Background: an optimization exercise with open tools, aiming at small area, a short achievable clock period and few clock cycles per item. Do not read the settings as production practice. Where RTL was checked, it was by simulation tests only, not by an equivalence proof against the original.

==> flow/design.v <==
module ysyx_divunit (
    input             clk,
    input             rstn,
    input             div_valid,
    input             div_word,
    input             div_sign,
    input             alu_sec,
    input      [63:0] dividend,
    input      [63:0] divisor,
    output            res_rdy,
    output     [63:0] div_res
);
localparam S_IDLE = 3'd0, S_SHIFT = 3'd1, S_ITER = 3'd2, S_NEG = 3'd3, S_DONE = 3'd4;
reg  [2:0]  state;
reg  [63:0] rem;      
reg  [63:0] dn;       
reg  [63:0] quo;      
reg  [5:0]  cnt;      
reg  [5:0]  pa_r, pb_r;   
reg         va_r, na_r;
reg         vb_r, nb_r, sec_r, w_r, cin_r, negq_r, negr_r, done_r;
reg         at_r, bt_r;   
reg  [2:0]  f1, f0;
wire [63:0] a64 = div_word ? {{32{div_sign & dividend[31]}}, dividend[31:0]} : dividend;
wire [63:0] b64 = div_word ? {{32{div_sign & divisor[31]}},  divisor[31:0]}  : divisor;
wire        na  = div_sign & a64[63];
wire        nb  = div_sign & b64[63];
wire [63:0] xa  = a64 ^ {64{na}};    
wire [63:0] xb  = b64 ^ {64{nb}};    
function [14:0] msb64(input [63:0] x);    
    reg [31:0] v1; reg [1*32-1:0] p1;
    reg [15:0] v2; reg [2*16-1:0] p2;
    reg [7:0]  v3; reg [3*8-1:0]  p3;
    reg [3:0]  v4; reg [4*4-1:0]  p4;
    reg [1:0]  v5; reg [5*2-1:0]  p5;
    integer i;
    begin
        for (i = 0; i < 32; i = i + 1) begin
            v1[i] = x[2*i+1] | x[2*i];
            p1[i] = x[2*i+1];
        end
        for (i = 0; i < 16; i = i + 1) begin
            v2[i] = v1[2*i+1] | v1[2*i];
            p2[2*i +: 2] = v1[2*i+1] ? {1'b1, p1[(2*i+1)*1 +: 1]} : {1'b0, p1[(2*i)*1 +: 1]};
        end
        for (i = 0; i < 8; i = i + 1) begin
            v3[i] = v2[2*i+1] | v2[2*i];
            p3[3*i +: 3] = v2[2*i+1] ? {1'b1, p2[(2*i+1)*2 +: 2]} : {1'b0, p2[(2*i)*2 +: 2]};
        end
        for (i = 0; i < 4; i = i + 1) begin
            v4[i] = v3[2*i+1] | v3[2*i];
            p4[4*i +: 4] = v3[2*i+1] ? {1'b1, p3[(2*i+1)*3 +: 3]} : {1'b0, p3[(2*i)*3 +: 3]};
        end
        for (i = 0; i < 2; i = i + 1) begin
            v5[i] = v4[2*i+1] | v4[2*i];
            p5[5*i +: 5] = v4[2*i+1] ? {1'b1, p4[(2*i+1)*4 +: 4]} : {1'b0, p4[(2*i)*4 +: 4]};
        end
        msb64 = {v3, v5[1] | v5[0], v5[1] ? {1'b1, p5[9:5]} : {1'b0, p5[4:0]}};
    end
endfunction
wire [14:0] ma = msb64(xa);
wire [14:0] mb = msb64(xb);
wire [7:0] ab = ma[14:7], bb = mb[14:7];
wire [7:0] ahi;    
genvar gj;
generate
    for (gj = 0; gj < 8; gj = gj + 1) begin : g_ahi
        assign ahi[gj] = |ab[7:gj];
    end
endgenerate
wire       k0e = na ? |(bb[7:1] & ~ahi[6:0]) : |(bb & ~ahi);
wire       bz   = (pb_r == 6'd0) & ~vb_r & ~nb_r;              
wire [6:0] dab  = {1'b0, pa_r} - {1'b0, pb_r};                
wire       k0   = bz | (va_r ? (dab[6] & (~na_r | ~(&dab))) : (~na_r | (pb_r != 6'd0)));
wire [5:0] sdif = va_r ? dab[5:0] + {5'd0, na_r} : 6'd0;
wire        fl = ~nb_r;
wire [5:0]  sh = sdif;
wire [63:0] y0 = quo;
wire [63:0] y1 = sh[0] ? {y0[62:0], {1{fl}}}  : y0;
wire [63:0] y2 = sh[1] ? {y1[61:0], {2{fl}}}  : y1;
wire [63:0] y3 = sh[2] ? {y2[59:0], {4{fl}}}  : y2;
wire [63:0] y4 = sh[3] ? {y3[55:0], {8{fl}}}  : y3;
wire [63:0] y5 = sh[4] ? {y4[47:0], {16{fl}}} : y4;
wire [63:0] y6 = sh[5] ? {y5[31:0], {32{fl}}} : y5;
wire        q;
wire [64:0] sum;
wire        bt = bt_r & ~((state == S_SHIFT) & k0);
add_pfx #(.N(65)) u_add (.a({at_r, rem}), .b({bt, dn}), .ci(cin_r), .s(sum), .co(q));
wire [63:0] t = sum[63:0];
wire        qb = q | (sum[64] & ~at_r);
wire last   = (cnt == 6'd0);
wire s_idle = (state == S_IDLE), s_iter = (state == S_ITER);
wire mvq    = s_iter & last & ~sec_r;                 
wire [63:0] alt = s_idle ? xa : (mvq ? {quo[62:0], qb} : rem);
reg  [2:0] nxt;
always @* begin
    nxt = state;
    case (state)
        S_IDLE:  if (div_valid) nxt = k0e ? S_DONE : S_SHIFT;
        S_SHIFT: nxt = k0 ? S_DONE : S_ITER;
        S_ITER:  if (last) nxt = (negq_r | negr_r) ? S_NEG : S_DONE;
        S_NEG:   nxt = S_DONE;
        default: nxt = S_IDLE;
    endcase
end
wire [5:0] cnt_nxt  = (state == S_SHIFT) ? sdif : cnt - 6'd1;
wire       mvq_nxt  = (nxt == S_ITER) & (cnt_nxt == 6'd0) & ~sec_r;
always @(posedge clk or negedge rstn) begin
    if (!rstn) begin
        state  <= S_IDLE;
        done_r <= 1'b0;
        at_r   <= 1'b0;
        bt_r   <= 1'b0;
    end else begin
        state  <= nxt;
        done_r <= (nxt == S_DONE);
        at_r   <= (nxt == S_SHIFT) | (nxt == S_NEG) | ((nxt == S_ITER) & ~mvq_nxt);
        bt_r   <= (nxt == S_SHIFT) | (nxt == S_NEG);
    end
end
always @(posedge clk) begin
    nb_r   <= nb;
    sec_r  <= alu_sec;
    w_r    <= div_word;
    negq_r <= ~alu_sec & (na ^ nb);
    negr_r <= alu_sec & na;
    na_r   <= na;
    va_r   <= ma[6];
    vb_r   <= mb[6];
    pa_r   <= ma[5:0];
    pb_r   <= mb[5:0];
    dn  <= s_idle ? 64'd0 :
           (state == S_SHIFT) ? (k0 ? {64{1'b1}} : y6) :
           (s_iter & ~last) ? {1'b1, dn[63:1]} : {64{1'b1}};
    quo <= s_idle ? ~xb : (state == S_SHIFT) ? 64'd0 : {quo[62:0], qb};
end
always @(posedge clk) begin
    rem <= q ? t : alt;
    cnt <= cnt_nxt;
    case (state)
        S_IDLE: begin
            cin_r  <= na;
            f1     <= alu_sec ? {~na & ~div_word, ~na, ~na} : 3'b000;
            f0     <= alu_sec ? {na & ~div_word, na, na} : 3'b000;
        end
        S_SHIFT: begin
            cin_r <= ~nb_r;
            if (!k0) begin
                f1 <= 3'b111;
                f0 <= 3'b000;
            end else if (sec_r) begin      
                f1 <= {~na_r & ~w_r, ~na_r, ~na_r};
                f0 <= {na_r & ~w_r, na_r, na_r};
            end else begin                 
                f1 <= {bz & ~na_r & ~w_r, bz & ~na_r, bz};
                f0 <= {bz & ~na_r & ~w_r, bz & ~na_r, bz};
            end
        end
        S_ITER: begin
            if (last) cin_r <= 1'b0;
        end
        S_NEG: begin
            f1 <= 3'b000;
            f0 <= {~w_r, 2'b11};
        end
        default: ;
    endcase
end
genvar gi;
generate
    for (gi = 0; gi < 64; gi = gi + 1) begin : g_out
        localparam integer G = (gi == 0) ? 0 : (gi < 32) ? 1 : 2;
        assign div_res[gi] = rem[gi] ? f1[G] : f0[G];
    end
endgenerate
assign res_rdy = done_r;
endmodule
module add_pfx #(parameter N = 64) (
    input  [N-1:0] a,
    input  [N-1:0] b,
    input          ci,
    output [N-1:0] s,
    output         co
);
localparam M = N + 1;    
reg [M-1:0] g, p;
integer d, i;
always @* begin
    g = {a & b, ci};
    p = {a ^ b, 1'b0};
    for (d = 1; d < M; d = d * 2)
        for (i = M-1; i >= 0; i = i - 1)
            if ((i / d) % 2 == 1) begin
                g[i] = g[i] | (p[i] & g[(i/d)*d - 1]);
                p[i] = p[i] & p[(i/d)*d - 1];
            end
end
assign s  = (a ^ b) ^ g[M-2:0];
assign co = g[M-1];
endmodule
==> flow/config.mk <==
export PLATFORM = sky130hd
export DESIGN_NAME = ysyx_divunit
export DESIGN_NICKNAME = ysyx_divunit
export VERILOG_FILES = /design/flow/design.v
export SDC_FILE = /design/flow/constraint.sdc
export NUM_CORES = 8
export LEC_CHECK = 0
export CAP_MARGIN = 20
export CORE_MARGIN = 2
export CORE_UTILIZATION = 60
export PLACE_DENSITY = 0.7
export SETUP_SLACK_MARGIN = 5
export SLEW_MARGIN = 20
==> flow/constraint.sdc <==
create_clock -name core_clock -period 10.0 [get_ports {clk}]
set_input_delay 2.0000 -clock core_clock [delete_from_list [all_inputs] [get_ports {clk}]]
set_output_delay 2.0000 -clock core_clock [all_outputs]
set_load 0.01 [all_outputs]
standard.sh (not shown) runs the stock make flow with config.mk's settings and CLKGATE_MAP_FILE= SYNTH_SCRIPT=/design/flow/synth_recipe.tcl, a recipe that flattens the netlist after the stock synthesis.
==> flow/flow/run.sh <==
#!/bin/bash
set -euo pipefail
bash standard.sh "BUFFER_PORTS_ARGS=-buffer_cell sky130_fd_sc_hd__buf_1" \
  "CTS_ARGS=-sink_clustering_enable -repair_clock_nets -dont_use_dummy_load" \
  SETUP_SLACK_MARGIN=5.75 finish > standard.log 2>&1
Testbench counts at the start, summed over its fixed seeds: cycles 36,922, divs 3,200.
==> next run, changes <==
--- a/flow/design.v
+++ b/flow/design.v
@@ -120,14 +120,4 @@
 end
 always @(posedge clk) begin
-    nb_r   <= nb;
-    sec_r  <= alu_sec;
-    w_r    <= div_word;
-    negq_r <= ~alu_sec & (na ^ nb);
-    negr_r <= alu_sec & na;
-    na_r   <= na;
-    va_r   <= ma[6];
-    vb_r   <= mb[6];
-    pa_r   <= ma[5:0];
-    pb_r   <= mb[5:0];
     dn  <= s_idle ? 64'd0 :
            (state == S_SHIFT) ? (k0 ? {64{1'b1}} : y6) :
@@ -140,5 +130,15 @@
     case (state)
         S_IDLE: begin
+            nb_r   <= nb;
+            sec_r  <= alu_sec;
+            w_r    <= div_word;
             cin_r  <= na;
+            negq_r <= ~alu_sec & (na ^ nb);
+            negr_r <= alu_sec & na;
+            na_r   <= na;
+            va_r   <= ma[6];
+            vb_r   <= mb[6];
+            pa_r   <= ma[5:0];
+            pb_r   <= mb[6] ? mb[5:0] : 6'd0;
             f1     <= alu_sec ? {~na & ~div_word, ~na, ~na} : 3'b000;
             f0     <= alu_sec ? {na & ~div_word, na, na} : 3'b000;
- design area increases by 2.5%
- critical path depth came out lower by 2
- hold slack loses 6.3 ps
- fmax drops by 1.2%
- clock-buffer cell count does not change
- worst setup slack gets worse by 50 ps
Function not checked in the second run of this note: the RTL went through the layout flow alone.

==> port drivers added, routing unchanged <==
The results above use ideal ports. As a check the final layouts listed here were re-extracted and re-timed, cells and wires unchanged.
Step 1 sets driving cells, clkbuf_16 on the clock port and buf_2 on the other inputs (assumed; they add their load-dependent delay and slew).
Step 2 adds t to the input delays and takes it off the output delays; t is the mean of the earliest and latest rising clock arrival at the registers after step 1. Input paths then give back, and output paths get back, about the clock's delay inside the block.
a / b / c = no drivers / after step 1 / after step 2; a / b = the first two.
run | t (ns) | slack for setup (ns) | worst setup path after step 2 | cell pins on the clock port's net
the first run | 0.591 | 5.819 / 5.824 / 5.264 | input to register | 1
the second run | 0.595 | 5.768 / 5.788 / 5.210 | input to register | 1
After both steps setup and hold are still met in every run listed. For the second run, which loses most, drivers alone change the setup slack by +0.020 ns; drivers and shift together by -0.558 ns.
